Background: an optimization exercise with open tools, aiming at small area, a short achievable clock period and few clock cycles per item. Do not read the settings as production practice.
At most, simulation tests tie the RTL to the original design; equivalence was not proved.
Only the layout flow was run in runs 2 and 3; the RTL was not checked for function there.
Power is estimated from default activity; no workload was simulated.

==> config.mk <==
export PLATFORM = sky130hd
export DESIGN_NAME = CORDIC_sin_cos
export DESIGN_NICKNAME = CORDIC_sin_cos
export VERILOG_FILES = /design/flow/design.v
export SDC_FILE = /design/flow/constraint.sdc
export NUM_CORES = 4
export LEC_CHECK = 0
export ABC_AREA = 1
export CAP_MARGIN = 20
export CORE_MARGIN = 2
export CORE_UTILIZATION = 40
export SETUP_SLACK_MARGIN = 3.75
export SLEW_MARGIN = 20
==> constraint.sdc <==
create_clock -name core_clock -period 6.5 [get_ports {clock}]
set_input_delay 1.3000 -clock core_clock [delete_from_list [all_inputs] [get_ports {clock}]]
set_output_delay 1.3000 -clock core_clock [all_outputs]
set_load 0.01 [all_outputs]
==> design.v <==
module CORDIC_LUT(N, value);
	input [3:0] N;
	output [29:0] value;
	wire [29:0] atan_LUT [0:15];
	assign atan_LUT[00] = 30'h12E4051D;  
	assign atan_LUT[01] = 30'h13F670B6;  
	assign atan_LUT[02] = 30'h14444750;  
	assign atan_LUT[03] = 30'h14586A18;  
	assign atan_LUT[04] = 30'h145D7E10;  
	assign atan_LUT[05] = 30'h145EC3C0;  
	assign atan_LUT[06] = 30'h145F1540;  
	assign atan_LUT[07] = 30'h145F2980;  
	assign atan_LUT[08] = 30'h145F2E00;  
	assign atan_LUT[09] = 30'h145F3000;  
	assign atan_LUT[10] = 30'h145F3000;  
	assign atan_LUT[11] = 30'h145F3000;  
	assign atan_LUT[12] = 30'h145F3000;  
	assign atan_LUT[13] = 30'h145F2000;  
	assign atan_LUT[14] = 30'h145F4000;  
	assign atan_LUT[15] = 30'h145F0000;  
	assign value = atan_LUT[N];
endmodule
module CORDIC_sin_cos (clock, rst, strobe_in, angle, strobe_out, cos, sin);
	input clock;
	input rst;
	input strobe_in;
	input [31:0] angle;
	output strobe_out;
	output [16:0] cos;
	output [16:0] sin;
	reg signed [15:0] X, Y;
	reg [29:0] W;                
	reg NEG;                     
	reg [3:0] C;                 
	reg busy, done, prev_strobe_in;
	wire start = strobe_in & ~prev_strobe_in;
	wire signed [15:0] X1 = (angle[31] ^ angle[30]) ? -16'sd19429 : 16'sd19429;
	wire signed [15:0] Y1 = angle[31] ? -16'sd19429 : 16'sd19429;
	wire [29:0] Z1 = {~angle[29], angle[28:0]};
	wire pos = ~NEG;
	wire [29:0] Bn;
	CORDIC_LUT lut(C, Bn);
	wire [29:0] T;
	ZADD30 za(W, Bn ^ {30{pos}}, pos, T);
	wire signed [15:0] Xs = (X >>> 1) >>> C;
	wire signed [15:0] Ys = (Y >>> 1) >>> C;
	wire [15:0] Xn, Yn;
	ADD16 ax(X, Ys ^ {16{pos}}, pos, Xn);
	ADD16 ay(Y, Xs ^ {16{NEG}}, NEG, Yn);
	always @(posedge clock) begin
		prev_strobe_in <= strobe_in;
		if (rst) begin
			prev_strobe_in <= 1'b0;
			busy <= 1'b0;
			done <= 1'b0;
		end else begin
			done <= busy & (C == 4'd15);
			if (start)
				busy <= 1'b1;
			else if (C == 4'd15)
				busy <= 1'b0;
		end
	end
	always @(posedge clock) begin
		if (start) begin
			C <= 4'd0;
			X <= X1;
			Y <= Y1;
			W <= Z1;
			NEG <= ~angle[29];
		end else begin
			C <= C + 4'd1;
			X <= Xn;
			Y <= Yn;
			W <= {T[28:0], 1'b0};
			NEG <= T[29];
		end
	end
	assign cos = {X[15], X};
	assign sin = {Y[15], Y};
	assign strobe_out = done;
endmodule
module ZADD30(input [29:0] a, b, input ci, output [29:0] s);
wire [30:0] g0 = {a & b, ci};
wire [30:0] p0 = {a ^ b, 1'b0};
wire gg0 = g0[1] | (p0[1] & g0[0]);
wire pp0 = p0[1] & p0[0];
wire gg1 = g0[3] | (p0[3] & g0[2]);
wire pp1 = p0[3] & p0[2];
wire gg2 = g0[5] | (p0[5] & g0[4]);
wire pp2 = p0[5] & p0[4];
wire gg3 = g0[7] | (p0[7] & g0[6]);
wire pp3 = p0[7] & p0[6];
wire gg4 = g0[9] | (p0[9] & g0[8]);
wire pp4 = p0[9] & p0[8];
wire gg5 = g0[11] | (p0[11] & g0[10]);
wire pp5 = p0[11] & p0[10];
wire gg6 = g0[13] | (p0[13] & g0[12]);
wire pp6 = p0[13] & p0[12];
wire gg7 = g0[15] | (p0[15] & g0[14]);
wire pp7 = p0[15] & p0[14];
wire gg8 = g0[17] | (p0[17] & g0[16]);
wire pp8 = p0[17] & p0[16];
wire gg9 = g0[19] | (p0[19] & g0[18]);
wire pp9 = p0[19] & p0[18];
wire gg10 = g0[21] | (p0[21] & g0[20]);
wire pp10 = p0[21] & p0[20];
wire gg11 = g0[23] | (p0[23] & g0[22]);
wire pp11 = p0[23] & p0[22];
wire gg12 = g0[25] | (p0[25] & g0[24]);
wire pp12 = p0[25] & p0[24];
wire gg13 = g0[27] | (p0[27] & g0[26]);
wire pp13 = p0[27] & p0[26];
wire gg14 = g0[29] | (p0[29] & g0[28]);
wire pp14 = p0[29] & p0[28];
wire gg15 = gg1 | (pp1 & gg0);
wire pp15 = pp1 & pp0;
wire gg16 = gg3 | (pp3 & gg2);
wire pp16 = pp3 & pp2;
wire gg17 = gg5 | (pp5 & gg4);
wire pp17 = pp5 & pp4;
wire gg18 = gg7 | (pp7 & gg6);
wire pp18 = pp7 & pp6;
wire gg19 = gg9 | (pp9 & gg8);
wire pp19 = pp9 & pp8;
wire gg20 = gg11 | (pp11 & gg10);
wire pp20 = pp11 & pp10;
wire gg21 = gg13 | (pp13 & gg12);
wire pp21 = pp13 & pp12;
wire gg22 = gg16 | (pp16 & gg15);
wire pp22 = pp16 & pp15;
wire gg23 = gg18 | (pp18 & gg17);
wire pp23 = pp18 & pp17;
wire gg24 = gg20 | (pp20 & gg19);
wire pp24 = pp20 & pp19;
wire gg25 = gg23 | (pp23 & gg22);
wire pp25 = pp23 & pp22;
wire gg26 = gg24 | (pp24 & gg25);
wire pp26 = pp24 & pp25;
wire gg27 = gg17 | (pp17 & gg22);
wire pp27 = pp17 & pp22;
wire gg28 = gg19 | (pp19 & gg25);
wire pp28 = pp19 & pp25;
wire gg29 = gg21 | (pp21 & gg26);
wire pp29 = pp21 & pp26;
wire gg30 = gg2 | (pp2 & gg15);
wire pp30 = pp2 & pp15;
wire gg31 = gg4 | (pp4 & gg22);
wire pp31 = pp4 & pp22;
wire gg32 = gg6 | (pp6 & gg27);
wire pp32 = pp6 & pp27;
wire gg33 = gg8 | (pp8 & gg25);
wire pp33 = pp8 & pp25;
wire gg34 = gg10 | (pp10 & gg28);
wire pp34 = pp10 & pp28;
wire gg35 = gg12 | (pp12 & gg26);
wire pp35 = pp12 & pp26;
wire gg36 = gg14 | (pp14 & gg29);
wire pp36 = pp14 & pp29;
wire gg37 = g0[2] | (p0[2] & gg0);
wire pp37 = p0[2] & pp0;
wire gg38 = g0[4] | (p0[4] & gg15);
wire pp38 = p0[4] & pp15;
wire gg39 = g0[6] | (p0[6] & gg30);
wire pp39 = p0[6] & pp30;
wire gg40 = g0[8] | (p0[8] & gg22);
wire pp40 = p0[8] & pp22;
wire gg41 = g0[10] | (p0[10] & gg31);
wire pp41 = p0[10] & pp31;
wire gg42 = g0[12] | (p0[12] & gg27);
wire pp42 = p0[12] & pp27;
wire gg43 = g0[14] | (p0[14] & gg32);
wire pp43 = p0[14] & pp32;
wire gg44 = g0[16] | (p0[16] & gg25);
wire pp44 = p0[16] & pp25;
wire gg45 = g0[18] | (p0[18] & gg33);
wire pp45 = p0[18] & pp33;
wire gg46 = g0[20] | (p0[20] & gg28);
wire pp46 = p0[20] & pp28;
wire gg47 = g0[22] | (p0[22] & gg34);
wire pp47 = p0[22] & pp34;
wire gg48 = g0[24] | (p0[24] & gg26);
wire pp48 = p0[24] & pp26;
wire gg49 = g0[26] | (p0[26] & gg35);
wire pp49 = p0[26] & pp35;
wire gg50 = g0[28] | (p0[28] & gg29);
wire pp50 = p0[28] & pp29;
wire gg51 = g0[30] | (p0[30] & gg36);
wire pp51 = p0[30] & pp36;
wire [29:0] cc = {gg36, gg50, gg29, gg49, gg35, gg48, gg26, gg47, gg34, gg46, gg28, gg45, gg33, gg44, gg25, gg43, gg32, gg42, gg27, gg41, gg31, gg40, gg22, gg39, gg30, gg38, gg15, gg37, gg0, g0[0]};
assign s = a ^ b ^ cc;
endmodule
module ADD16(input [15:0] a, b, input ci, output [15:0] s);
wire [16:0] g0 = {a & b, ci};
wire [16:0] p0 = {a ^ b, 1'b0};
wire gg0 = g0[1] | (p0[1] & g0[0]);
wire pp0 = p0[1] & p0[0];
wire gg1 = g0[3] | (p0[3] & g0[2]);
wire pp1 = p0[3] & p0[2];
wire gg2 = g0[5] | (p0[5] & g0[4]);
wire pp2 = p0[5] & p0[4];
wire gg3 = g0[7] | (p0[7] & g0[6]);
wire pp3 = p0[7] & p0[6];
wire gg4 = g0[9] | (p0[9] & g0[8]);
wire pp4 = p0[9] & p0[8];
wire gg5 = g0[11] | (p0[11] & g0[10]);
wire pp5 = p0[11] & p0[10];
wire gg6 = g0[13] | (p0[13] & g0[12]);
wire pp6 = p0[13] & p0[12];
wire gg7 = g0[15] | (p0[15] & g0[14]);
wire pp7 = p0[15] & p0[14];
wire gg8 = gg1 | (pp1 & gg0);
wire pp8 = pp1 & pp0;
wire gg9 = gg3 | (pp3 & gg2);
wire pp9 = pp3 & pp2;
wire gg10 = gg5 | (pp5 & gg4);
wire pp10 = pp5 & pp4;
wire gg11 = gg7 | (pp7 & gg6);
wire pp11 = pp7 & pp6;
wire gg12 = gg9 | (pp9 & gg8);
wire pp12 = pp9 & pp8;
wire gg13 = gg11 | (pp11 & gg10);
wire pp13 = pp11 & pp10;
wire gg14 = gg13 | (pp13 & gg12);
wire pp14 = pp13 & pp12;
wire gg15 = gg10 | (pp10 & gg12);
wire pp15 = pp10 & pp12;
wire gg16 = gg2 | (pp2 & gg8);
wire pp16 = pp2 & pp8;
wire gg17 = gg4 | (pp4 & gg12);
wire pp17 = pp4 & pp12;
wire gg18 = gg6 | (pp6 & gg15);
wire pp18 = pp6 & pp15;
wire gg19 = g0[2] | (p0[2] & gg0);
wire pp19 = p0[2] & pp0;
wire gg20 = g0[4] | (p0[4] & gg8);
wire pp20 = p0[4] & pp8;
wire gg21 = g0[6] | (p0[6] & gg16);
wire pp21 = p0[6] & pp16;
wire gg22 = g0[8] | (p0[8] & gg12);
wire pp22 = p0[8] & pp12;
wire gg23 = g0[10] | (p0[10] & gg17);
wire pp23 = p0[10] & pp17;
wire gg24 = g0[12] | (p0[12] & gg15);
wire pp24 = p0[12] & pp15;
wire gg25 = g0[14] | (p0[14] & gg18);
wire pp25 = p0[14] & pp18;
wire gg26 = g0[16] | (p0[16] & gg14);
wire pp26 = p0[16] & pp14;
wire [15:0] cc = {gg14, gg25, gg18, gg24, gg15, gg23, gg17, gg22, gg12, gg21, gg16, gg20, gg8, gg19, gg0, g0[0]};
assign s = a ^ b ^ cc;
endmodule
==> flow/run.sh <==
#!/bin/bash
# Layout flow: the standard flow (standard.sh) with two changes.
#  - ADDER_MAP_FILE is empty, so synthesis maps no full/half-adder cells and ABC
#    maps the adders to plain gates, which are faster than the library's fa/ha cells.
#  - buffer_ports puts a buf_1 on each port instead of the delay buffer it picks
#    by default.
# The synthesis is otherwise the standard one, so the registers are the same.
set -euo pipefail
export ADDER_MAP_FILE=
export BUFFER_PORTS_ARGS="-buffer_cell sky130_fd_sc_hd__buf_1"
bash standard.sh > standard.log 2>&1
==> standard.sh <==
#!/bin/bash
# synth_recipe.tcl (not shown) runs the flow's synth.tcl, then flattens the netlist and writes it again
# the make line also repeats each setting of config.mk as NAME=value (left out here)
make -C /OpenROAD-flow-scripts/flow DESIGN_CONFIG=/design/flow/config.mk WORK_HOME=/design/flow/orfs CLKGATE_MAP_FILE= SYNTH_SCRIPT=/design/flow/synth_recipe.tcl "${@:-finish}"
==> metrics.csv, run 1 <==
metric,value,unit
status,"complete, no violations",
WL final,22.0,mm
Die X,133,um
Die ar.,0.0177,mm2
CP max-delay cell,dfxtp_4,
CP arrival,2890,ps
layout cells sized above 1,0.218,
Clock Power Share,0.088,
setup TNS,0,ps
fmax,0.377,GHz
Sequential Area,0.00142,mm2
RSZ-0062 raised after global routing,true,
crit end category,flip-flop,
Detailed Routing Iterations Pass 1,8,
# IOs,70,
Worst-path clk slew,70,ps
WHS,452,ps
Clock Latency Late Sink,360,ps
maximum vdd ir drop,210,uV
# clock sinks,70,
vias in the first global route,7015,
crit path time final,2650,ps
post-route design area,0.00863,mm2
Slew HR,0.732,
final antenna-violating net count,0,
FP Rows,47,
P_sw,3.08,mW
sequential power share,0.163,
Placer Congestion,0.883,
ANT cells,0,
Setup-failing EPs final,0,
final net count,1352,
"Top FF cell, synth",dfxtp_1,
max-cap violations,0,
Area Overhead vs Synth,29.8,%
final worst clock skew,8.57,ps
WL/cell,14.3,um
global-route wire length before repair,33.1,mm
Post-synth EDFFs,0,
cts bufs inserted,9,
initial antenna violation count,0,
Crit path largest cell delay,380,ps
H-tree Lvls,3,
CP cell instances,buf_12 -> nor2_4 -> buf_6 -> buf_6 -> nand3_1 -> nand3_1 -> xnor3_2 -> inv_1 -> o21ai_0 -> nor2_1 -> nand2_2 -> nand2_2 -> nand2_2 -> nand2_2 -> nand2_2 -> nand2_2 -> nand3_1 -> nand3_1 -> nand2_1,
Multi-input gate area,0.00521,mm2
worst-margin pin slew,402,ps
final worst-path cycle share,0.408,
Die H,133,um
Pins Over Slew Limit,0,
worst endpoint required time,6740,ps
"Async S/R FF share, synth",0,
Synth cell types,43,
most frequent CP cell,nand2_2,
largest net degree at the start of global routing,50,
"flops & latches, synth",70,
CP startpoint kind,flip-flop,
Post-DP Area,0.00699,mm2
final-report hold violation count,0,
Via density,5.13,
CP Max Fanout,7,
Clock Root Buffer,clkbuf_16,
gr ovfl total,0,
Sw Share,0.543,
Synth warnings,2,
register area share after synthesis,0.211,
Syn Area/Cell,5.41,um2
LEAKAGE,4.54,nW
Core ar.,0.0164,mm2
total global-route track usage,0.231,
Initial Utilization,0.405,
combinational power share,0.748,
synthesized cell area,0.00664,mm2
# port buffers,69,
Setup CP Type,reg -> reg,
Max Root-Sink Buffers,2,
power density over the cells,656,mW/mm2
Syn Inst Count,1227,
DPL Wire Length,14.5,mm
CTS tree,done,
Starting DRT DRC Count,620,
Internal,2.59,mW
Hold Path Class,reg -> reg,
DR vias,7918,
fill count,1702,
Synthesized Nets,1262,
drc violations,0,
-- synthesized netlist by cell type (3+ instances only) --
cell      instances  share of area
a21boi_0          5         0.0057
a21o_1            4         0.0045
a21oi_1          24          0.018
a31oi_1           5         0.0047
buf_1             3         0.0017
buf_2            16          0.012
buf_4             7         0.0079
buf_6             5         0.0085
clkbuf_1         12         0.0068
dfxtp_1          70           0.21
inv_1           108          0.061
inv_2             8         0.0045
nand2_1         507           0.29
nand2_2          11          0.010
nand3_1         181           0.14
nand3b_1          5         0.0057
nand4_1           7         0.0066
nor2_1           95          0.054
nor2_2            5         0.0047
nor3_1            5         0.0038
o21ai_0          52          0.039
o21ai_1          12         0.0090
or2_2            17          0.016
xnor2_1          11          0.015
xor2_1           27          0.036
-- stage by stage --
stage          std cells  power [mW]  setup slack (ps)   util
2_1_floorplan       1227        3.69              4190      -
3_3_place_gp        1479        4.34              2950  0.426
3_5_place_dp        1479        4.38              2910  0.426
4_1_cts             1504        5.00              3770  0.459
5_1_grt             1542        6.29              3620  0.526
6_report            1542        5.66              3850  0.526
-- metal layers --
metal | track usage | vias to the layer above | part of all wire
met2 | 0.366 | 258 | 0.46
met3 | 0.0330 | 46 | 0.060
li1 | - | 4081 | -
met4 | 0.0806 | 0 | 0.023
met5 | 0 | - | 0
met1 | 0.321 | 3533 | 0.46
-- power groups by stage --
stage	Sequential [mW]	Combinational, mW	Clock [mW]
after floorplan	0.852	2.84	0
after global placement	0.908	3.44	0
after detailed placement	0.905	3.47	0
after CTS	0.899	3.60	0.506
after global routing	0.950	4.82	0.521
final	0.925	4.24	0.501
-- cells by family after synthesis --
logic type | after synthesis | share of synthesized area
XOR/XNOR | 41 | 0.0593
AND/OR/NAND/NOR | 841 | 0.532
flip-flops | 70 | 0.211
AO/OA/AOI/OAI | 112 | 0.0927
buffers and inverters | 163 | 0.105
-- placed cells by master (no fill, tap or decap), types with 8 or more instances in the layout --
cell,count
nand2_1,428
nand3_1,137
inv_1,103
nand2_2,80
nor2_1,77
buf_1,69
dfxtp_1,65
nand3_2,44
o21ai_0,42
buf_4,31
xor2_1,25
o21ai_1,19
a21oi_1,18
or2_2,17
nor2_2,16
clkbuf_16,13
xnor2_1,11
inv_2,10
nand2_4,8
-- sequential cells by signal (all words and copies together), names as in the netlist --
name            flops
W                  30
X                  16
Y                  16
C                   4
NEG                 1
busy                1
done                1
prev_strobe_in      1
-- final timing paths --
check | startpoint | endpoint | slack, ps | depth (start not counted)
setup / recovery | C[3] | Y[14] | 3850 | 19
hold / removal | busy | done | 450 | 2
setup reg to reg | C[3] | Y[14] | 3850 | 19
hold reg to reg | busy | done | 450 | 2
-- cell type report --
class                   count  share of cell area
inverters                 120              0.0619
multi-input cells         994               0.604
repair inverters            2             0.00232
well taps                 220              0.0319
flip-flops and latches     70               0.165
clock inverters             7             0.00711
clock buffers               9              0.0261
repair buffers            120               0.102
-- critical path, delay by kind of cell, from the launching register on --
family	cells	cell delay, ps
buffers and inverters	4	500
AND/OR/NAND/NOR	13	1270
flip-flops	1	380
AO/OA/AOI/OAI	1	70
XOR/XNOR	1	300
-- repair_timing --
item	CTS	global route
hold buffers	0	0
endpoints found under the setup margin	57	41
gates resized for setup	40	211
buffers inserted	7	32
pin swaps	1	51
cloned	2	6
Testbench counts, summed over its fixed seeds: cycles 34,824, items 2,048.
==> run 2, diff against run 1 <==
--- a/design.v
+++ b/design.v
@@ -64,3 +64,3 @@
 	always @(posedge clock) begin
-		if (start) begin
+		if (!busy) begin
 			C <= 4'd0;
==> run 2 against run 1 <==
Flip-flop and latch count unchanged. Clock power increased by 6.0%. Synthesized cell count decreased by 0.41%. First-iteration DRC count increased by 18%. Maximum frequency decreased by 6.9%. Sequential share of layout area decreased by 0.78 points. Combinational power decreased by 22%. Critical path type unchanged. Clock skew increased by 3.2 ps. Total power decreased by 18%.
==> metrics.csv, run 2 <==
metric,value,unit
RSZ-0062 raised after global routing,true,
Slew HR,0.602,
vias in the first global route,6828,
DR top layer,met4,
max-cap violations,0,
Setup CP Type,reg -> reg,
Clock Latency Late Sink,360,ps
worst-margin pin slew,596,ps
# clock sinks,70,
capturing point of the worst reg2reg path,Y[15],
initial antenna violation count,0,
Placer Congestion,0.918,
worst endpoint required time,6730,ps
r2r setup slk,3650,ps
largest net degree at the start of global routing,58,
final worst clock skew,11.7,ps
global-route wire length before repair,34.1,mm
final non-filler cell total,1554,
dpl cells,1471,
hold path cells,3,
Worst-path clk slew,70,ps
synth cell count leaders,"502 x nand2_1, 189 x nand3_1, 117 x inv_1",
Starting DRT DRC Count,730,
Via density,5.20,
gr ovfl total,0,
LEAKAGE,4.75,nW
status,"complete, no violations",
Max Root-Sink Buffers,2,
Area Overhead vs Synth,36.5,%
Initial Utilization,0.405,
largest reg by FF count,W,
Syn Inst Count,1222,
Hold Path Class,reg -> reg,
routed length on met1,10.2,mm
R2R depth,21,
CP arrival,3080,ps
power density over the cells,512,mW/mm2
crit end category,flip-flop,
Core ar.,0.0164,mm2
CP startpoint kind,flip-flop,
"most common cell after layout, fill and taps aside",nand2_1,
most frequent cells in the layout,"379 x nand2_1, 134 x nand3_1, 111 x inv_1, 93 x nand2_2, 69 x buf_1",
Critical path origin,C[0],
crit path time final,2850,ps
Die H,133,um
# port buffers,69,
final-report hold violation count,0,
WL/cell,14.6,um
ANT cells,0,
WL final,22.6,mm
Reg2Reg Launch Point,C[0],
setup TNS,0,ps
cts bufs inserted,9,
final worst-path cycle share,0.438,
Synth cell types,36,
"Top FF cell, synth",dfxtp_1,
final antenna-violating net count,0,
DPL Wire Length,14.6,mm
# IOs,70,
Clock Root Buffer,clkbuf_16,
Detailed Routing Iterations Pass 1,7,
Synthesized Nets,1257,
"flops & latches, synth",70,
worst hold start,prev_strobe_in,
metal2 WL,10.1,mm
layout cells sized above 1,0.273,
register area share after synthesis,0.211,
synthesized cell area,0.00664,mm2
Synth area leaders,"nand2_1 28%, dfxtp_1 21%, nand3_1 14%",
Die X,133,um
Largest regs,"W: 30 flops, X: 16 flops, Y: 16 flops",
"area leader, netlist",nand2_1,
Die ar.,0.0177,mm2
fmax,0.351,GHz
fill count,1658,
"Async S/R FF share, synth",0,
Post-synth EDFFs,0,
CTS tree,done,
FP Rows,47,
top-count cell post-synth,nand2_1,
final net count,1364,
Pins Over Slew Limit,0,
Setup-failing EPs final,0,
DR WL met3,1.51,mm
CP Max Fanout,7,
max reg flops,30,
Final Core Density,0.553,
maximum vdd ir drop,214,uV
Synth warnings,2,
total global-route track usage,0.239,
Synth top area share,0.284,
H-tree Lvls,3,
Hold EP,busy,
drc violations,0,
DR vias,8076,
Syn Area/Cell,5.44,um2
==> run 2: critical path, stage by stage, from the launching register on <==
cell,delay (ps)
dfxtp_4,360
buf_12,130
clkinvlp_4,210
buf_6,220
nand2_4,90
nand3_4,80
nand3_1,130
nand3_1,90
nand2_1,90
nand2_1,80
xnor2_2,230
nand3_1,120
nor3_1,310
nand2_4,110
nand2_4,80
nand2_4,50
nand2_4,70
nand2_2,50
nand2_1,50
nand2_1,40
nand3_1,60
nand2_1,50
==> run 2: logic make-up after synthesis <==
group / after synthesis / share of synthesized area
flops: 70 / 0.211
buf+inv: 173 / 0.107
simple gates: 821 / 0.516
xor+xnor: 59 / 0.0840
compound gates: 99 / 0.0821
==> run 2: worst max-delay path by stage <==
stage | to | cells after the start
6_report | Y[15] | 21
4_1_cts | W[29] | 20
2_1_floorplan | W[29] | 19
5_1_grt | Y[14] | 28
3_5_place_dp | W[29] | 22
3_3_place_gp | W[29] | 19
==> run 2: final cells by class <==
class                      instances  area (um2)  share of cell area
clock buffer                       9         225              0.0248
clock inverter                     7        78.8             0.00869
inverter                         128         510              0.0563
multi-input combinational        980        5630               0.621
sequential                        70        1420               0.157
tap                              220         275              0.0304
timing repair buffer             137         903              0.0996
timing repair inverter             3        21.3             0.00235
==> run 2: per-stage QoR <==
stage / setup slack, ps / instance area [um2] / total power [mW] / hold slack [ps]
after global routing: 3480 / 9070 / 5.07 / 496
after floorplan: 4110 / 6640 / 2.72 / 432
after CTS: 3700 / 7710 / 3.90 / 474
after global placement: 2680 / 6990 / 3.20 / 442
final: 3650 / 9070 / 4.64 / 474
after detailed placement: 2680 / 6990 / 3.22 / 469
==> run 2: repair_timing <==
action,in CTS,in global routing
resized for setup,53,272
hold buffers,0,0
hold endpoints to repair,0,0
gates cloned,5,3
pin swaps,15,94
setup endpoints to repair,58,42
buffers inserted,20,39
==> run 2: power by group <==
group          switching (mW)  internal, mW
sequential              0.208         0.585
combinational            2.01          1.31
clock                   0.228         0.303
==> run 2: layer usage <==
layer | track usage | up-vias
met3 | 0.0337 | 78
met4 | 0.102 | 0
met2 | 0.359 | 307
met5 | 0 | -
li1 | - | 4070
met1 | 0.341 | 3621
==> run 3, diff against run 2 <==
--- a/config.mk
+++ b/config.mk
@@ -11,3 +11,3 @@
 export CORE_UTILIZATION = 40
-export SETUP_SLACK_MARGIN = 3.75
+export SETUP_SLACK_MARGIN = 3.5
 export SLEW_MARGIN = 20
==> run 3 against run 2 <==
Still clean. Cell area fell by 9.0%. Core utilization down 5.0 points. Register-to-register slack lost 40 ps. Largest power group unchanged.
==> metrics.csv, run 3 <==
metric,value,unit
status,"complete, no violations",
Sequential Area,0.00142,mm2
"Async S/R FF share, synth",0,
Clock Root Buffer,clkbuf_16,
main combinational cell family by area after synthesis,simple AND/OR/NAND/NOR gates,
drc violations,0,
Worst-path clk slew,70,ps
max reg flops,30,
Syn Inst Count,1222,
most frequent cells in the layout,"444 x nand2_1, 153 x nand3_1, 114 x inv_1, 72 x nor2_1, 69 x buf_1",
setup TNS,0,ps
Hold Path Class,reg -> reg,
CTS tree,done,
RSZ-0062 raised after global routing,true,
total global-route track usage,0.229,
fmax,0.346,GHz
fill count,1763,
Post-synth EDFFs,0,
max-cap violations,0,
Detailed Routing Iterations Pass 1,6,
"most common cell after layout, fill and taps aside",nand2_1,
Synth warnings,2,
Multi-input gate area,0.00504,mm2
post-synthesis adder-cell area fraction,0,
Max Root-Sink Buffers,2,
largest net degree at the start of global routing,58,
cts bufs inserted,9,
worst-margin pin slew,588,ps
post-route design area,0.00825,mm2
synth cell count leaders,"502 x nand2_1, 189 x nand3_1, 117 x inv_1",
# port buffers,69,
Via density,5.08,
final worst clock skew,12.4,ps
Die X,133,um
layout cells sized above 1,0.177,
Pins Over Slew Limit,0,
Setup-failing EPs final,0,
"area leader, netlist",nand2_1,
CP arrival,3170,ps
DR vias,7768,
Synth area leaders,"nand2_1 28%, dfxtp_1 21%, nand3_1 14%",
initial antenna violation count,0,
CP startpoint kind,flip-flop,
"flops & latches, synth",70,
Area Overhead vs Synth,24.2,%
Synthesized Nets,1257,
final net count,1338,
crit end category,flip-flop,
gr ovfl total,0,
Starting DRT DRC Count,644,
vias in the first global route,6644,
Placer Congestion,0.918,
quantity of hold-fixing buffers added after cts,0,
"Top FF cell, synth",dfxtp_1,
Synth cell types,36,
register area share after synthesis,0.211,
Die H,133,um
XOR/XNOR Fraction of Synth Area,0.0840,
H-tree Lvls,3,
maximum vdd ir drop,208,uV
# clock sinks,70,
final antenna-violating net count,0,
mux cell area share after synthesis,0,
Synth top area share,0.284,
Slew HR,0.608,
Initial Utilization,0.405,
FP Rows,47,
Setup CP Type,reg -> reg,
ANT cells,0,
"share of synthesized cell area in and, or, nand and nor gates",0.516,
crit path time final,2890,ps
CP Max Fanout,7,
DPL Wire Length,14.6,mm
Compound-Gate Fraction of Synth Area,0.0821,
final-report hold violation count,0,
power density over the cells,505,mW/mm2
top-count cell post-synth,nand2_1,
largest reg by FF count,W,
WL final,21.6,mm
final worst-path cycle share,0.444,
global-route wire length before repair,32.8,mm
WL/cell,14.2,um
# IOs,70,
Post-DP Area,0.00699,mm2
worst endpoint required time,6780,ps
Clock Latency Late Sink,360,ps
LEAKAGE,4.42,nW
synthesized cell area,0.00664,mm2
Largest regs,"W: 30 flops, X: 16 flops, Y: 16 flops",
Core ar.,0.0164,mm2
Syn Area/Cell,5.44,um2
Die ar.,0.0177,mm2
-- run 3: cell counts after synthesis --
Identical to the previous run, type by type.
-- run 3: what timing repair did --
item | in CTS | in global routing
endpoints found under the setup margin | 53 | 37
pin swaps | 1 | 33
gates resized for setup | 22 | 143
cloned | 2 | 6
buffers inserted | 7 | 26
hold endpoints to repair | 0 | 0
-- run 3: path summary, 6_finish.rpt --
kind	start	endpoint	slack (ps)	depth (start not counted)
hold / removal	prev_strobe_in	busy	470	3
hold reg to reg	prev_strobe_in	busy	470	3
setup reg to reg	C[0]	X[14]	3610	21
setup / recovery	C[0]	X[14]	3610	21
-- run 3: routing by layer --
layer	up-vias	global-route usage	routed length [um]
li1	4019	-	-
met1	3427	0.328	10300
met2	269	0.344	9470
met3	53	0.0372	1300
met4	0	0.0890	592
met5	-	0	0
-- run 3: cell type report --
class	count	area share
Timing Repair inverter	3	0.00258
Tap cell	220	0.0334
Sequential cell	70	0.172
Clock inverter	7	0.00955
Timing Repair Buffer	111	0.0831
Multi-Input combinational cell	980	0.610
Clock buffer	9	0.0273
Inverter	128	0.0616
-- run 3: critical path, cell delays in order (launching register included) --
cell	delay [ps]
dfxtp_4	360
buf_12	120
clkinvlp_4	200
clkbuf_16	230
nand2_2	80
nand3_2	80
nand3_1	80
nand3_1	110
xor2_1	340
xor2_2	280
nand3_1	150
nor2_1	140
nand2_2	70
nand2_1	70
nand2_1	60
nand2_2	90
nand2_2	70
nand2_1	60
nand2_1	40
nand2_1	50
nand2_1	40
nand2_1	60
-- run 3: per-stage QoR --
stage / total power [mW] / hold WS [ps] / cells / setup slack (ps) / util
2_1_floorplan: 2.72 / 432 / 1222 / 4110 / -
3_3_place_gp: 3.20 / 442 / 1471 / 2680 / 0.426
3_5_place_dp: 3.22 / 469 / 1471 / 2680 / 0.426
4_1_cts: 3.79 / 474 / 1496 / 3480 / 0.453
5_1_grt: 4.60 / 496 / 1528 / 3420 / 0.503
6_report: 4.17 / 470 / 1528 / 3610 / 0.503
-- run 3: report_power, final --
| group | switching [mW] | internal [mW] | total (mW) |
|---|---|---|---|
| Clock | 0.225 | 0.303 | 0.528 |
| Sequential | 0.190 | 0.585 | 0.776 |
| Combinational | 1.77 | 1.09 | 2.87 |
| Total | 2.19 | 1.98 | 4.17 |
-- run 3: cell families after synthesis --
family | after synthesis
and+or+nand+nor | 821
buffers and inverters | 173
AOI/OAI and AO/OA | 99
DFF | 70
xor gates and xnor gates | 59
==> run 4, diff against run 3 <==
--- a/design.v
+++ b/design.v
@@ -64,3 +64,3 @@
 	always @(posedge clock) begin
-		if (!busy) begin
+		if (start) begin
 			C <= 4'd0;
==> run 4 against run 3 <==
Still clean. Register-to-register slack better by 120 ps. Wire length is 7.4% lower. Clock skew is 4.4 ps lower. Core utilization is 3.3 points lower. Flip-flop and latch count stayed put. Setup slack better by 100 ps. Clock power is 6.1% lower. Sequential power is 17% higher. Count of clock-buffer cells in the layout stayed put. Final cell count is 1.2% lower. Maximum frequency is 3.7% higher. Global-route usage is 0.41 points lower.
==> metrics.csv, run 4 <==
metric,value,unit
Worst-path clk slew,70,ps
Synth warnings,2,
status,"complete, no violations",
worst-margin pin slew,518,ps
final worst-path cycle share,0.429,
crit path time final,2790,ps
final-report hold violation count,0,
Syn Inst Count,1227,
Starting DRT DRC Count,510,
synthesized cell area,0.00664,mm2
drc violations,0,
Post-synth EDFFs,0,
final worst clock skew,7.98,ps
Placer Congestion,0.883,
most frequent cells in the layout,"493 x nand2_1, 175 x nand3_1, 108 x inv_1, 89 x nor2_1, 69 x buf_1",
maximum vdd ir drop,208,uV
Core ar.,0.0164,mm2
ANT cells,0,
Die H,133,um
Largest regs,"W: 30 flops, X: 16 flops, Y: 16 flops",
Area Overhead vs Synth,16.0,%
vias in the first global route,6863,
LEAKAGE,4.18,nW
global-route wire length before repair,32.3,mm
DPL Wire Length,14.5,mm
CP startpoint kind,input port,
Post-DP Area,0.00699,mm2
total global-route track usage,0.225,
CP arrival,3010,ps
Pins Over Slew Limit,0,
Synth cell types,43,
WL final,20.0,mm
Die X,133,um
"Top FF cell, synth",dfxtp_1,
final net count,1320,
Max Root-Sink Buffers,2,
worst endpoint required time,6720,ps
FP Rows,47,
# IOs,70,
CP Max Fanout,49,
Via density,5.00,
DR vias,7556,
Clock Root Buffer,clkbuf_16,
Synthesized Nets,1262,
quantity of hold-fixing buffers added after cts,0,
synth cell count leaders,"507 x nand2_1, 181 x nand3_1, 108 x inv_1",
dpl cells,1479,
largest reg by FF count,W,
post-route design area,0.00771,mm2
WL/cell,13.3,um
Synth area leaders,"nand2_1 29%, dfxtp_1 21%, nand3_1 14%",
Initial Utilization,0.405,
"area leader, netlist",nand2_1,
CTS tree,done,
fmax,0.359,GHz
final non-filler cell total,1510,
H-tree Lvls,3,
Synth top area share,0.286,
Slew HR,0.655,
max reg flops,30,
cts bufs inserted,9,
"most common cell after layout, fill and taps aside",nand2_1,
Pwr Total,5.10,mW
"flops & latches, synth",70,
Hold Path Class,reg -> reg,
WHS,452,ps
Detailed Routing Iterations Pass 1,5,
Syn Area/Cell,5.41,um2
"Async S/R FF share, synth",0,
register area share after synthesis,0.211,
Clock Latency Late Sink,350,ps
layout cells sized above 1,0.0938,
Setup-failing EPs final,0,
Die ar.,0.0177,mm2
# port buffers,69,
gr ovfl total,0,
max-cap violations,0,
setup TNS,0,ps
largest net degree at the start of global routing,55,
initial antenna violation count,0,
crit end category,flip-flop,
top-count cell post-synth,nand2_1,
post-route setup slack,3710,ps
RSZ-0062 raised after global routing,false,
power density over the cells,662,mW/mm2
# clock sinks,70,
final antenna-violating net count,0,
post-placement worst setup slack,2910,ps
Final Core Density,0.470,
Setup CP Type,in -> reg,
==> run 4: timing repair <==
item                                    4_1_cts  5_1_grt
resized for setup                            12       66
buffers inserted                              1       10
endpoints found under the setup margin       49       34
pin swaps                                     0        8
cloned                                        0        4
hold endpoints to repair                      0        0
==> run 4: per-layer routing <==
metal / vias to the layer above / track usage / part of all wire
met5: - / 0 / 0
met4: 0 / 0.0795 / 0.022
met3: 31 / 0.0326 / 0.062
met2: 205 / 0.352 / 0.43
met1: 3302 / 0.316 / 0.49
li1: 4018 / - / -
==> run 4: power by group <==
group	internal (mW)	switching (mW)
registers	0.663	0.247
logic	1.39	2.31
clock network	0.267	0.230
total	2.32	2.79
==> run 4: path summary, 6_finish.rpt <==
path              depth (start not counted)  startpoint  endpoint  slack, ps
hold / removal                            2        busy      done        450
setup / recovery                          9   strobe_in     X[10]       3710
hold reg to reg                           2        busy      done        450
setup reg to reg                         24        C[0]     Y[14]       3730
==> run 4: cells by family after synthesis <==
| group | synth area share |
|---|---|
| AOI/OAI and AO/OA | 0.0927 |
| xor gates and xnor gates | 0.0593 |
| buffers and inverters | 0.105 |
| DFF | 0.211 |
| and+or+nand+nor | 0.532 |
==> run 4: worst max-delay path, cell delays in order <==
cell     delay [ps]
buf_1            70
inv_1           100
nor2_4           30
buf_4           290
inv_4           360
buf_4           370
nor2_1          110
inv_1           240
o21ai_0         130
==> run 4: final cells by class <==
cell class | count | area, um2
Inverter | 120 | 492
Clock buffer | 9 | 225
Sequential cell | 70 | 1420
Tap cell | 220 | 275
Timing Repair Buffer | 90 | 537
Fill cell | 1823 | 8700
Clock inverter | 7 | 61.3
Multi-Input combinational cell | 994 | 4700
Testbench counts of run 4, summed over its fixed seeds: cycles 34,824, items 2,048.
==> run 5, diff against run 4 <==
--- a/config.mk
+++ b/config.mk
@@ -11,3 +11,3 @@
 export CORE_UTILIZATION = 40
-export SETUP_SLACK_MARGIN = 3.5
+export SETUP_SLACK_MARGIN = 3.6
 export SLEW_MARGIN = 20
==> run 5 against run 4 <==
Setup slack better by 57 ps. Sequential power about the same. Largest cell class unchanged. Critical path depth unchanged. Cell area up 4.2%. Maximum frequency up 2.1%. Clock power about the same. Wire length up 3.2%. Synthesized cell count unchanged. Highest routed layer unchanged. Hold slack about the same.
==> metrics.csv, run 5 <==
metric,value,unit
vias in the first global route,6888,
crit end category,flip-flop,
Core ar.,0.0164,mm2
global-route wire length before repair,32.4,mm
"Top FF cell, synth",dfxtp_1,
crit path time final,2730,ps
CP Max Fanout,49,
DPL Wire Length,14.5,mm
Worst-path clk slew,70,ps
Via density,5.03,
CTS tree,done,
setup TNS,0,ps
dpl cells,1479,
Detailed Routing Iterations Pass 1,6,
Area Overhead vs Synth,21.0,%
top-count cell post-synth,nand2_1,
drc violations,0,
final worst-path cycle share,0.420,
"flops & latches, synth",70,
Synth cell types,43,
fmax,0.366,GHz
Max Root-Sink Buffers,2,
"most common cell after layout, fill and taps aside",nand2_1,
cts bufs inserted,9,
synthesized cell area,0.00664,mm2
Clock Latency Late Sink,350,ps
LEAKAGE,4.31,nW
CP arrival,2950,ps
final net count,1333,
synth cell count leaders,"507 x nand2_1, 181 x nand3_1, 108 x inv_1",
Setup-failing EPs final,0,
Largest regs,"W: 30 flops, X: 16 flops, Y: 16 flops",
Hold Path Class,reg -> reg,
Synth warnings,2,
Syn Inst Count,1227,
# IOs,70,
Synthesized Nets,1262,
final antenna-violating net count,0,
layout cells sized above 1,0.134,
DR vias,7664,
Clock Root Buffer,clkbuf_16,
Pins Over Slew Limit,0,
Setup CP Type,in -> reg,
FP Rows,47,
H-tree Lvls,3,
most frequent cells in the layout,"475 x nand2_1, 166 x nand3_1, 106 x inv_1, 82 x nor2_1, 69 x buf_1",
Slew HR,0.642,
Initial Utilization,0.405,
fill count,1775,
gr ovfl total,0,
# clock sinks,70,
final-report hold violation count,0,
worst-margin pin slew,536,ps
largest reg by FF count,W,
"Async S/R FF share, synth",0,
total global-route track usage,0.226,
register area share after synthesis,0.211,
ANT cells,0,
Post-synth EDFFs,0,
final non-filler cell total,1523,
CP startpoint kind,input port,
largest net degree at the start of global routing,55,
final worst clock skew,8.28,ps
initial antenna violation count,0,
Die ar.,0.0177,mm2
Starting DRT DRC Count,508,
worst endpoint required time,6720,ps
Syn Area/Cell,5.41,um2
maximum vdd ir drop,205,uV
# port buffers,69,
Placer Congestion,0.883,
status,"complete, no violations",
WL/cell,13.6,um
power density over the cells,664,mW/mm2
max-cap violations,0,
Synth top area share,0.286,
Synth area leaders,"nand2_1 29%, dfxtp_1 21%, nand3_1 14%",
Die X,133,um
WL final,20.7,mm
"area leader, netlist",nand2_1,
RSZ-0062 raised after global routing,true,
max reg flops,30,
Die H,133,um
-- run 5: cells by family (layout without fill, tap and decap cells) --
family | count (synthesis) | after routing | synth area share
AO/OA/AOI/OAI | 112 | 112 | 0.0927
XOR/XNOR | 41 | 41 | 0.0593
buffers and inverters | 163 | 239 | 0.105
flip-flops | 70 | 70 | 0.211
AND/OR/NAND/NOR | 841 | 841 | 0.532
-- run 5: final cells by class --
type / count / area (um2) / area share
multi-input combinational: 994 / 4860 / 0.605
inverter: 120 / 502 / 0.0624
clock buffer: 9 / 225 / 0.0280
clock inverter: 7 / 61.3 / 0.00763
timing repair buffer: 103 / 692 / 0.0861
tap: 220 / 275 / 0.0343
sequential: 70 / 1420 / 0.176
-- run 5: power breakdown --
part | internal, mW | switching (mW)
logic | 1.50 | 2.42
clock network | 0.267 | 0.230
registers | 0.663 | 0.251
-- run 5: critical path: stages --
cell and delay (ps):
buf_1 70, inv_1 100, nor2_4 30, buf_4 290, inv_6 300, buf_4 360
nor2_1 110, inv_1 250, o21ai_0 130
-- run 5: metal layers --
metal,wire [um],global-route usage,part of all wire
met5,0,0,0
met4,447,0.0765,0.022
met3,1310,0.0337,0.063
met2,9120,0.357,0.44
met1,9810,0.316,0.47
-- run 5: path summary, 6_finish.rpt --
check / slack (ps) / endpoint / cells after the start / startpoint
min reg2reg: 450 / done / 2 / busy
min: 450 / done / 2 / busy
max: 3770 / X[10] / 9 / strobe_in
max reg2reg: 3800 / Y[15] / 21 / C[2]
-- run 5: stage by stage --
step | power (mW) | setup slack, ps | util | hold WS (ps) | instance area, um2
floorplan | 3.69 | 4190 | - | 430 | 6640
global placement | 4.34 | 2950 | 0.426 | 444 | 6990
detailed placement | 4.38 | 2910 | 0.426 | 440 | 6990
CTS | 4.93 | 3600 | 0.450 | 453 | 7390
global route | 5.97 | 3540 | 0.490 | 475 | 8040
finish | 5.34 | 3770 | 0.490 | 452 | 8040
-- run 5: what timing repair did --
action / 4_1_cts / 5_1_grt
setup buffers: 6 / 17
gates resized for setup: 19 / 118
pin swaps: 1 / 18
setup endpoints to repair: 55 / 38
hold buffers: 0 / 0
gates cloned: 0 / 5
==> run 6, diff against run 5 <==
--- a/config.mk
+++ b/config.mk
@@ -11,3 +11,3 @@
 export CORE_UTILIZATION = 40
-export SETUP_SLACK_MARGIN = 3.6
+export SETUP_SLACK_MARGIN = 3.2
 export SLEW_MARGIN = 20
==> run 6 against run 5 <==
Combinational power is about 10% lower. First-iteration DRC count is 1.6% higher. Core utilization is 4.2 points lower. Cell area is 8.6% lower. Largest power group unchanged. Area after synthesis stayed put. Clock power hardly changed. Clock skew is 0.90 ps higher. Wire length is 6.3% lower. Via count is 2.8% lower. Die area stayed put. Critical path depth stayed put.
==> metrics.csv, run 6 <==
metric,value,unit
status,"complete, no violations",
CTS tree,done,
Clock Root Buffer,clkbuf_16,
synthesized cell area,0.00664,mm2
setup TNS,0,ps
layout cells sized above 1,0.0618,
hold path cells,2,
Hold EP,done,
Synth top area share,0.286,
WL final,19.4,mm
final worst clock skew,9.18,ps
# clock sinks,70,
Initial Utilization,0.405,
Max Root-Sink Buffers,2,
"most common cell after layout, fill and taps aside",nand2_1,
largest net degree at the start of global routing,55,
gr ovfl total,0,
Synth cell types,43,
Die X,133,um
final antenna-violating net count,0,
vias in the first global route,6840,
final non-filler cell total,1498,
final net count,1308,
CP arrival,3220,ps
r2r setup slk,3580,ps
"Async S/R FF share, synth",0,
crit path time final,3000,ps
metal2 WL,8.27,mm
CP startpoint kind,input port,
synth cell count leaders,"507 x nand2_1, 181 x nand3_1, 108 x inv_1",
LEAKAGE,4.05,nW
Starting DRT DRC Count,516,
largest reg by FF count,W,
Reg2Reg Launch Point,C[3],
drc violations,0,
ANT cells,0,
maximum vdd ir drop,208,uV
global-route wire length before repair,32.2,mm
routed length on met1,9.77,mm
Sequential Area,0.00141,mm2
final worst-path cycle share,0.462,
Synthesized Nets,1262,
most frequent cells in the layout,"507 x nand2_1, 181 x nand3_1, 108 x inv_1, 94 x nor2_1, 69 x buf_1",
power density over the cells,669,mW/mm2
R2R depth,23,
Placer Congestion,0.883,
fmax,0.333,GHz
Core ar.,0.0164,mm2
crit end category,flip-flop,
worst hold start,busy,
Post-synth EDFFs,0,
Slew HR,0.586,
"area leader, netlist",nand2_1,
total global-route track usage,0.224,
Hold Path Class,reg -> reg,
worst endpoint required time,6720,ps
DR top layer,met4,
register area share after synthesis,0.211,
Setup CP Type,in -> reg,
RSZ-0062 raised after global routing,true,
DPL Wire Length,14.5,mm
Syn Inst Count,1227,
dpl cells,1479,
Multi-input gate area,0.00456,mm2
Synth area leaders,"nand2_1 29%, dfxtp_1 21%, nand3_1 14%",
initial antenna violation count,0,
Setup-failing EPs final,0,
final-report hold violation count,0,
FP Rows,47,
max reg flops,30,
fill count,1866,
Synth warnings,2,
Area Overhead vs Synth,10.6,%
WL/cell,12.9,um
"Top FF cell, synth",dfxtp_1,
Worst-path clk slew,70,ps
worst-margin pin slew,620,ps
Die H,133,um
Clock Latency Late Sink,350,ps
top-count cell post-synth,nand2_1,
Via density,4.97,
# port buffers,69,
quantity of hold-fixing buffers added after cts,0,
Largest regs,"W: 30 flops, X: 16 flops, Y: 16 flops",
capturing point of the worst reg2reg path,X[15],
# IOs,70,
Pins Over Slew Limit,0,
H-tree Lvls,3,
CP Max Fanout,49,
"flops & latches, synth",70,
max-cap violations,0,
DR vias,7452,
Detailed Routing Iterations Pass 1,7,
Die ar.,0.0177,mm2
DR WL met3,937,um
Syn Area/Cell,5.41,um2
cts bufs inserted,9,
run 6: changes by cell type in the layout (fill, tap and decap cells not counted), sizes merged:
cell and change:
buf -19, clkbuf -6
run 6: power by group:
group	switching, mW	internal [mW]	total (mW)
registers	0.242	0.661	0.903
logic	2.24	1.28	3.52
clock network	0.232	0.267	0.499
run 6: area by class of cell:
class,instances,area share
clock buffer,9,0.0306
tap,220,0.0375
sequential,70,0.192
clock inverter,7,0.00834
multi-input combinational,994,0.620
inverter,120,0.0633
timing repair buffer,78,0.0477
run 6: logic make-up after synthesis:
group	count (synthesis)	synth area share
simple gates	841	0.532
xor+xnor	41	0.0593
buf+inv	163	0.105
flops	70	0.211
compound gates	112	0.0927
run 6: what timing repair did:
item / in CTS / in global routing
pin swaps: 0 / 1
setup endpoints to repair: 27 / 36
buffers inserted: 0 / 3
resized for setup: 3 / 18
run 6: worst max-delay path: stages:
cell,delay (ps)
buf_1,70
inv_1,100
nor2_4,30
buf_4,280
inv_2,530
buf_4,410
nor2_1,110
inv_1,240
o21ai_0,130
run 6: worst max-delay path by stage:
stage | from | endpoint | slack (ps) | depth (start not counted)
after floorplan | NEG | Y[14] | 4190 | 18
after global placement | C[1] | X[14] | 2950 | 23
after detailed placement | NEG | W[29] | 2910 | 23
after CTS | C[2] | X[15] | 3210 | 24
after global routing | C[1] | X[15] | 3170 | 23
final | strobe_in | X[10] | 3500 | 9
run 6: metrics by stage:
stage / utilization / total power [mW] / setup slack (ps) / hold slack, ps / instance area, um2
4_1_cts: 0.444 / 4.90 / 3210 / 453 / 7280
3_5_place_dp: 0.426 / 4.38 / 2910 / 440 / 6990
3_3_place_gp: 0.426 / 4.34 / 2950 / 444 / 6990
2_1_floorplan: - / 3.69 / 4190 / 430 / 6640
6_report: 0.448 / 4.92 / 3500 / 451 / 7350
5_1_grt: 0.448 / 5.55 / 3170 / 475 / 7350
run 6: per-layer routing:
| layer | up-vias | track usage |
|---|---|---|
| li1 | 3990 | - |
| met1 | 3253 | 0.315 |
| met2 | 178 | 0.351 |
| met3 | 31 | 0.0322 |
| met4 | 0 | 0.0765 |
| met5 | - | 0 |
==> run 7, diff against run 6 <==
--- a/config.mk
+++ b/config.mk
@@ -11,3 +11,3 @@
 export CORE_UTILIZATION = 40
-export SETUP_SLACK_MARGIN = 3.2
+export SETUP_SLACK_MARGIN = 3.4
 export SLEW_MARGIN = 20
==> run 7 against run 6 <==
Sequential power hardly changed. Area after synthesis stayed put. Combinational power is 1% higher. Flip-flop and latch count stayed put. Wire length is 1.0% higher. Final cell count is 0.40% higher. Core utilization is 0.97 points higher. Count of clock-buffer cells in the layout stayed put. Cell area is 2.2% higher. Maximum frequency is 6.3% higher.
==> metrics.csv, run 7 <==
metric,value,unit
r2r setup slk,3680,ps
dpl cells,1479,
WL final,19.6,mm
post-route design area,0.00751,mm2
Detailed Routing Iterations Pass 1,6,
Worst path depth,25,
Die X,133,um
Placer Congestion,0.883,
Reg2Reg Launch Point,C[0],
Via density,5.01,
synthesized cell area,0.00664,mm2
Die ar.,0.0177,mm2
final antenna-violating net count,0,
Die H,133,um
crit path time final,2820,ps
# IOs,70,
Clock Latency Late Sink,350,ps
global-route wire length before repair,32.2,mm
most frequent cells in the layout,"505 x nand2_1, 176 x nand3_1, 108 x inv_1, 93 x nor2_1, 69 x buf_1",
Largest regs,"W: 30 flops, X: 16 flops, Y: 16 flops",
final non-filler cell total,1504,
Synth top area share,0.286,
register area share after synthesis,0.211,
ANT cells,0,
Slew HR,0.652,
fill count,1840,
Starting DRT DRC Count,503,
most frequent CP cell,nand2_1,
top-count cell post-synth,nand2_1,
vias in the first global route,6846,
# clock sinks,70,
Synth warnings,2,
Synthesized Nets,1262,
final net count,1314,
"delay-heaviest family, CP",simple AND/OR/NAND/NOR gates,
Bufs and invs on worst path,3,
worst endpoint required time,6750,ps
Area Overhead vs Synth,13.0,%
hold path cells,2,
final worst clock skew,7.64,ps
Synth area leaders,"nand2_1 29%, dfxtp_1 21%, nand3_1 14%",
largest net degree at the start of global routing,55,
H-tree Lvls,3,
Hold EP,done,
CP max-delay cell,dfxtp_4,
Setup-failing EPs final,0,
Initial Utilization,0.405,
DPL Wire Length,14.5,mm
Hold Path Class,reg -> reg,
drc violations,0,
max-cap violations,0,
DR vias,7542,
"flops & latches, synth",70,
"Top FF cell, synth",dfxtp_1,
crit end category,flip-flop,
Setup CP Type,reg -> reg,
total global-route track usage,0.224,
Synth cell types,43,
Pins Over Slew Limit,0,
Syn Inst Count,1227,
capturing point of the worst reg2reg path,NEG,
Post-DP Area,0.00699,mm2
Post-synth EDFFs,0,
Crit path largest cell delay,380,ps
worst-margin pin slew,523,ps
Worst-path clk slew,70,ps
initial antenna violation count,0,
CP arrival,3070,ps
final worst-path cycle share,0.434,
WHS,451,ps
CP startpoint kind,flip-flop,
power density over the cells,661,mW/mm2
WL/cell,13.0,um
FP Rows,47,
setup TNS,0,ps
Clock Root Buffer,clkbuf_16,
largest reg by FF count,W,
# port buffers,69,
LEAKAGE,4.11,nW
RSZ-0062 raised after global routing,true,
R2R depth,25,
cts bufs inserted,9,
max reg flops,30,
Core ar.,0.0164,mm2
fmax,0.354,GHz
"area leader, netlist",nand2_1,
layout cells sized above 1,0.0755,
"most common cell after layout, fill and taps aside",nand2_1,
synth cell count leaders,"507 x nand2_1, 181 x nand3_1, 108 x inv_1",
CP Max Fanout,27,
"Async S/R FF share, synth",0,
gr ovfl total,0,
maximum vdd ir drop,211,uV
CTS tree,done,
worst hold start,busy,
final-report hold violation count,0,
Syn Area/Cell,5.41,um2
Max Root-Sink Buffers,2,
status,"complete, no violations",
## run 7: cell count changes in the layout (fill, tap and decap cells not counted), sizes merged
cell / delta
clkbuf: +1
buf: +5
## run 7: logic make-up (layout without fill, tap and decap cells)
family / count (synthesis) / after routing / share of synthesized area
simple gates: 841 / 841 / 0.532
buf+inv: 163 / 220 / 0.105
compound gates: 112 / 112 / 0.0927
flops: 70 / 70 / 0.211
xor+xnor: 41 / 41 / 0.0593
## run 7: layout make-up
cell class / count / area (um2) / share of cell area
Clock inverter: 7 / 61.3 / 0.00817
Clock buffer: 9 / 225 / 0.0300
Tap cell: 220 / 275 / 0.0367
Multi-Input combinational cell: 994 / 4610 / 0.614
Timing Repair Buffer: 84 / 439 / 0.0585
Inverter: 120 / 478 / 0.0637
Sequential cell: 70 / 1420 / 0.189
## run 7: per-stage QoR
step	power, mW	setup slack (ps)	util
floorplan	3.69	4190	-
global placement	4.34	2950	0.426
detailed placement	4.38	2910	0.426
CTS	4.91	3470	0.445
global route	5.60	3350	0.458
finish	4.97	3680	0.458
## run 7: metal layers
layer  share of wire  up-vias  global-route usage
li1                -     4009                   -
met1            0.50     3300               0.315
met2            0.43      204               0.350
met3           0.052       29              0.0326
met4           0.021        0              0.0795
met5               0        -                   0
## run 7: power by group
| part | leakage, nW | internal, mW | total (mW) | switching (mW) |
|---|---|---|---|---|
| clock | 0.135 | 0.267 | 0.498 | 0.231 |
| sequential | 0.591 | 0.661 | 0.903 | 0.242 |
| combinational | 3.38 | 1.31 | 3.57 | 2.26 |
## run 7: timing repair
item | CTS | global route
endpoints found under the setup margin | 44 | 28
setup buffers | 0 | 8
hold buffers | 0 | 0
pin swaps | 0 | 2
resized for setup | 10 | 38
cloned | 0 | 1
## run 7: worst reg2reg max path: stages, from the launching register on
cell and delay [ps]:
dfxtp_4 380, buf_12 170, inv_12 120, nand2_1 90, nand2_1 170, nand2_1 130, nand2_1 110, nand2_1 80
nand2_1 100, inv_1 40, nor2_1 150, nand2_1 80, nor2_1 80, nand2_1 70, nand2_2 90, nand3_1 110
nand3_2 130, nand2_1 90, nand2_2 80, nand2_1 70, nand2_1 100, nand2_1 70, nand2_1 60, nand2_1 50
nand3_1 50, nand2_1 50
## run 7: how the worst max path moves through the flow
stage / end / start
floorplan: Y[14] / NEG
finish: NEG / C[0]
global placement: X[14] / C[1]
CTS: X[10] / strobe_in
detailed placement: W[29] / NEG
global route: W[29] / C[0]
==> run 8, diff against run 7 <==
--- a/config.mk
+++ b/config.mk
@@ -10,3 +10,4 @@
 export CORE_MARGIN = 2
-export CORE_UTILIZATION = 40
+export CORE_UTILIZATION = 55
+export CTS_BUF_LIST = sky130_fd_sc_hd__clkbuf_8
 export SETUP_SLACK_MARGIN = 3.4
==> run 8 against run 7 <==
Area after synthesis unchanged. Count of clock-buffer cells in the layout increased by 1. Flip-flop and latch count unchanged. Die area decreased by 27%. Sequential share of layout area increased by 0.29 points. Maximum frequency increased by 0.29%. Combinational power about the same. Largest power group unchanged.
==> metrics.csv, run 8 <==
metric,value,unit
status,"complete, no violations",
final worst clock skew,11.3,ps
DR vias,7545,
"area leader, netlist",nand2_1,
fmax,0.355,GHz
Via density,5.24,
power density over the cells,659,mW/mm2
final net count,1323,
synth cell count leaders,"507 x nand2_1, 181 x nand3_1, 108 x inv_1",
largest reg by FF count,W,
Slew HR,0.608,
CP Max Fanout,13,
# clock sinks,70,
Syn Area/Cell,5.41,um2
crit path time final,2810,ps
DPL Wire Length,13.6,mm
initial antenna violation count,0,
WL/cell,12.9,um
final worst-path cycle share,0.433,
Detailed Routing Iterations Pass 1,5,
"Async S/R FF share, synth",0,
Worst-path clk slew,80,ps
Clock Latency Late Sink,370,ps
Final Core Density,0.621,
Starting DRT DRC Count,562,
worst hold start,busy,
Largest regs,"W: 30 flops, X: 16 flops, Y: 16 flops",
RSZ-0062 raised after global routing,false,
R2R depth,21,
layout cells sized above 1,0.0742,
Synth cell types,43,
fill count,1267,
max reg flops,30,
Syn Inst Count,1227,
CP cell instances,buf_4 -> nand2_4 -> inv_2 -> a21oi_1 -> nand2_1 -> nand2_1 -> nand2_1 -> nand2_1 -> inv_1 -> nor2_1 -> nand2_1 -> nor2_1 -> nand3_1 -> nand3_2 -> nand2_1 -> nand2_2 -> nand2_1 -> nand2_1 -> o21ai_0 -> a21oi_1 -> nor2_1,
hold path cells,2,
Core ar.,0.0119,mm2
global-route wire length before repair,30.0,mm
CP startpoint kind,flip-flop,
Synthesized Nets,1262,
capturing point of the worst reg2reg path,W[25],
Hold Path Class,reg -> reg,
Post-synth EDFFs,0,
CP arrival,3080,ps
max-cap violations,0,
drc violations,0,
r2r setup slk,3690,ps
WHS,474,ps
# IOs,70,
register area share after synthesis,0.211,
# port buffers,69,
"Top FF cell, synth",dfxtp_1,
most frequent CP cell,nand2_1,
Pwr Total,4.87,mW
synthesized cell area,0.00664,mm2
Synth top area share,0.286,
post-route design area,0.00739,mm2
final-report hold violation count,0,
crit end category,flip-flop,
quantity of hold-fixing buffers added after cts,0,
CTS tree,done,
"most common cell after layout, fill and taps aside",nand2_1,
Die X,114,um
Die ar.,0.0130,mm2
post-route setup slack,3690,ps
Reg2Reg Launch Point,C[2],
post-placement worst setup slack,3110,ps
FP Rows,40,
dpl cells,1406,
WL final,18.6,mm
LEAKAGE,4.12,nW
Hold EP,done,
setup TNS,0,ps
ANT cells,0,
Initial Utilization,0.558,
Pins Over Slew Limit,0,
Area Overhead vs Synth,11.3,%
Placer Congestion,0.902,
Setup-failing EPs final,0,
Synth warnings,2,
H-tree Lvls,3,
cts bufs inserted,9,
most frequent cells in the layout,"506 x nand2_1, 181 x nand3_1, 109 x inv_1, 92 x nor2_1, 69 x buf_1",
worst endpoint required time,6770,ps
maximum vdd ir drop,387,uV
worst-margin pin slew,587,ps
largest net degree at the start of global routing,54,
Max Root-Sink Buffers,2,
Clock Root Buffer,clkbuf_8,
top-count cell post-synth,nand2_1,
vias in the first global route,6341,
total global-route track usage,0.286,
CP max-delay cell,dfxtp_4,
"flops & latches, synth",70,
Setup CP Type,reg -> reg,
final non-filler cell total,1440,
Synth area leaders,"nand2_1 29%, dfxtp_1 21%, nand3_1 14%",
Crit path largest cell delay,400,ps
final antenna-violating net count,0,
gr ovfl total,0,
Post-DP Area,0.00690,mm2
Die H,114,um
-- run 8: repair_timing --
item                       in CTS  in global routing
setup buffers                   0                 16
gates cloned                    0                  2
gates resized for setup         3                 36
setup endpoints to repair      32                 34
pin swaps                       0                  1
-- run 8: layout make-up --
cell class	count	area [um2]	share of cell area
Clock buffer	10	138	0.0186
Clock inverter	6	86.3	0.0117
Inverter	120	482	0.0651
Multi-Input combinational cell	995	4590	0.620
Sequential cell	70	1420	0.191
Tap cell	147	184	0.0249
Timing Repair Buffer	92	502	0.0679
-- run 8: cell families after synthesis --
group | count (synthesis) | synth area share
xor gates and xnor gates | 41 | 0.0593
and+or+nand+nor | 841 | 0.532
DFF | 70 | 0.211
buffers and inverters | 163 | 0.105
AOI/OAI and AO/OA | 112 | 0.0927
-- run 8: where the power goes --
part,total (mW),internal [mW],leakage (nW),switching (mW)
sequential,0.900,0.661,0.591,0.239
combinational,3.56,1.31,3.41,2.25
clock,0.410,0.226,0.118,0.184
-- run 8: worst max path at each step --
| stage | start | to | slack [ps] | depth (start not counted) |
|---|---|---|---|---|
| after CTS | C[0] | W[29] | 3460 | 22 |
| after global routing | C[0] | NEG | 3410 | 25 |
| final | C[2] | W[25] | 3690 | 21 |
| after global placement | C[1] | W[29] | 3180 | 21 |
| after detailed placement | C[1] | W[29] | 3110 | 21 |
| after floorplan | NEG | Y[14] | 4190 | 18 |
-- run 8: routing by layer --
metal  vias to the layer above  GRT usage  part of all wire
li1                       4020          -                 -
met1                      3278      0.425              0.51
met2                       224      0.440              0.42
met3                        23     0.0308             0.059
met4                         0     0.0789             0.018
met5                         -          0                 0
-- run 8: critical path, delay by kind of cell, from the launching register on --
family,cells,cell delay (ps)
AO/OA/AOI/OAI,3,500
AND/OR/NAND/NOR,15,1440
flip-flops,1,400
buffers and inverters,3,330
==> run 9, diff against run 8 <==
--- a/config.mk
+++ b/config.mk
@@ -10,3 +10,3 @@
 export CORE_MARGIN = 2
-export CORE_UTILIZATION = 55
+export CORE_UTILIZATION = 40
 export CTS_BUF_LIST = sky130_fd_sc_hd__clkbuf_8
==> run 9 against run 8 <==
Flip-flop and latch count unchanged. Via count is 0.62% lower. Core utilization fell by 17 points. Clock skew about the same. Combinational power barely moved. Non-clock buffer count is 7 lower. Register-to-register slack barely moved. Final cell count increased by 4.5%. Total power fell by 0.38%. Largest power group unchanged. Still clean on timing, DRC and antenna. Sequential power hardly changed. Global-route usage decreased by 6.4 points. Clock power down 12%.
==> metrics.csv, run 9 <==
metric,value,unit
worst-margin pin slew,527,ps
Area Overhead vs Synth,12.1,%
Synth area leaders,"nand2_1 29%, dfxtp_1 21%, nand3_1 14%",
Via density,4.98,
largest net degree at the start of global routing,55,
CP startpoint kind,flip-flop,
Post-synth EDFFs,0,
Setup-failing EPs final,0,
Worst-path clk slew,100,ps
Core ar.,0.0164,mm2
Clock Root Buffer,clkbuf_8,
R2R depth,25,
Final Core Density,0.454,
vias in the first global route,6808,
post-route setup slack,3690,ps
# port buffers,69,
cts bufs inserted,9,
"flops & latches, synth",70,
"most common cell after layout, fill and taps aside",nand2_1,
Max Root-Sink Buffers,2,
CP max-delay cell,dfxtp_4,
Clock Latency Late Sink,380,ps
Pins Over Slew Limit,0,
status,"complete, no violations",
"delay-heaviest family, CP",simple AND/OR/NAND/NOR gates,
Synth cell types,43,
worst endpoint required time,6780,ps
max-cap violations,0,
CP Max Fanout,27,
CTS tree,done,
Worst path depth,25,
"area leader, netlist",nand2_1,
"Async S/R FF share, synth",0,
DR vias,7498,
Placer Congestion,0.883,
"Top FF cell, synth",dfxtp_1,
Crit path largest cell delay,390,ps
Largest regs,"W: 30 flops, X: 16 flops, Y: 16 flops",
Bufs and invs on worst path,3,
Synth top area share,0.286,
most frequent cells in the layout,"503 x nand2_1, 176 x nand3_1, 108 x inv_1, 93 x nor2_1, 69 x buf_1",
Initial Utilization,0.405,
most frequent CP cell,nand2_1,
gr ovfl total,0,
Die X,133,um
dpl cells,1479,
Synth warnings,2,
global-route wire length before repair,32.0,mm
final-report hold violation count,0,
drc violations,0,
H-tree Lvls,3,
post-placement worst setup slack,2910,ps
Die ar.,0.0177,mm2
Die H,133,um
crit end category,flip-flop,
RSZ-0062 raised after global routing,false,
crit path time final,2810,ps
# clock sinks,70,
Syn Inst Count,1227,
setup TNS,0,ps
DPL Wire Length,14.5,mm
FP Rows,47,
Hold Path Class,reg -> reg,
max reg flops,30,
Setup CP Type,reg -> reg,
maximum vdd ir drop,206,uV
total global-route track usage,0.223,
final net count,1315,
final worst-path cycle share,0.432,
power density over the cells,651,mW/mm2
quantity of hold-fixing buffers added after cts,0,
fmax,0.356,GHz
final non-filler cell total,1505,
Syn Area/Cell,5.41,um2
final antenna-violating net count,0,
Starting DRT DRC Count,480,
hold path cells,2,
Synthesized Nets,1262,
initial antenna violation count,0,
synthesized cell area,0.00664,mm2
largest reg by FF count,W,
layout cells sized above 1,0.0778,
WL final,19.6,mm
final worst clock skew,11.4,ps
register area share after synthesis,0.211,
WL/cell,13.0,um
Detailed Routing Iterations Pass 1,5,
LEAKAGE,4.08,nW
synth cell count leaders,"507 x nand2_1, 181 x nand3_1, 108 x inv_1",
CP arrival,3090,ps
top-count cell post-synth,nand2_1,
# IOs,70,
ANT cells,0,
WHS,454,ps
Slew HR,0.648,
run 9: changes by cell type in the layout (fill, tap and decap cells not counted), sizes merged:
cell,previous run,this run
buf,91,83
inv,119,125
nor2,101,100
clkinv,4,0
bufinv,2,0
clkinvlp,1,2
run 9: cell type report:
cell class                      instances  area [um2]
Sequential cell                        70        1420
Multi-Input combinational cell        994        4630
Tap cell                              220         275
Timing Repair Buffer                   85         459
Fill cell                            1855        8960
Clock buffer                            9         124
Clock inverter                          7        61.3
Inverter                              120         488
run 9: path summary, 6_finish.rpt:
path	startpoint	endpoint	slack [ps]
setup reg to reg	C[0]	NEG	3690
setup / recovery	C[0]	NEG	3690
hold / removal	busy	done	450
hold reg to reg	busy	done	450
run 9: per-stage QoR:
step / area (um2) / power, mW
after floorplan: 6640 / 3.69
after global placement: 6990 / 4.34
after detailed placement: 6990 / 4.38
after CTS: 7200 / 4.77
after global routing: 7450 / 5.49
final: 7450 / 4.85
run 9: logic make-up (layout without fill, tap and decap cells):
family,count (synthesis),count (layout),share of synthesized area
AOI/OAI and AO/OA,112,112,0.0927
buffers and inverters,163,221,0.105
and+or+nand+nor,841,841,0.532
xor gates and xnor gates,41,41,0.0593
DFF,70,70,0.211
run 9: metal layers:
layer	track usage	share of wire	vias up
met1	0.315	0.51	3276
met5	0	0	-
met3	0.0310	0.048	28
li1	-	-	4007
met4	0.0729	0.020	0
met2	0.348	0.43	187
run 9: worst register-to-register path: stages, from the launching register on:
cell,delay (ps)
dfxtp_4,390
buf_12,170
inv_12,120
nand2_1,100
nand2_2,120
nand2_1,130
nand2_2,120
nand2_1,80
nand2_1,100
inv_1,40
nor2_1,150
nand2_1,80
nor2_1,80
nand2_1,70
nand2_2,90
nand3_1,110
nand3_2,130
nand2_1,90
nand2_2,80
nand2_1,70
nand2_1,100
nand2_1,70
nand2_1,60
nand2_1,50
nand3_1,50
nand2_1,50
run 9: power breakdown:
part           internal (mW)  leakage, nW  switching, mW
Clock                  0.147       0.0892          0.214
Combinational           1.32         3.40           2.26
Sequential             0.660        0.591          0.242
Total                   2.13         4.08           2.72
run 9: repair_timing:
item                       CTS  global route
resized for setup           10            44
setup endpoints to repair   44            26
pin swaps                    0             2
gates cloned                 0             2
setup buffers                0             8

-- afterwards: timing with drivers on the ports --
No port has a modelled driver above. Below, the same layouts with a new extraction and two added sets of constraints. Step 1 sets driving cells, clkbuf_16 on the clock port and buf_2 on the other inputs (assumed; they add their load-dependent delay and slew). Step 2, shift: input delay + t, output delay - t, t = (earliest + latest rising clock arrival at the registers) / 2. This alone moves slack from input paths to output paths. Three values: ideal, step 1, step 2; two values: the first two.
run	shift t [ns]	slack for setup (ns)	clock arrival spread, ns	worst slew at a driven data input, ns	pins driven straight from the clock port
run 1	0.393	3.849 / 3.849 / 3.567	0.009 / 0.008	0.04	1
run 2	0.396	3.651 / 3.651 / 3.651	0.013 / 0.012	0.04	1
run 3	0.398	3.611 / 3.611 / 3.611	0.013 / 0.013	0.04	1
run 4	0.393	3.715 / 3.727 / 3.346	0.008 / 0.008	0.04	1
run 5	0.393	3.771 / 3.794 / 3.401	0.008 / 0.009	0.04	1
run 6	0.393	3.500 / 3.523 / 3.130	0.009 / 0.010	0.04	1
run 7	0.392	3.679 / 3.679 / 3.331	0.007 / 0.008	0.04	1
run 8	0.402	3.687 / 3.687 / 3.687	0.014 / 0.013	0.03	1
run 9	0.412	3.695 / 3.695 / 3.341	0.012 / 0.011	0.04	1
After both steps every run listed still meets setup and hold.
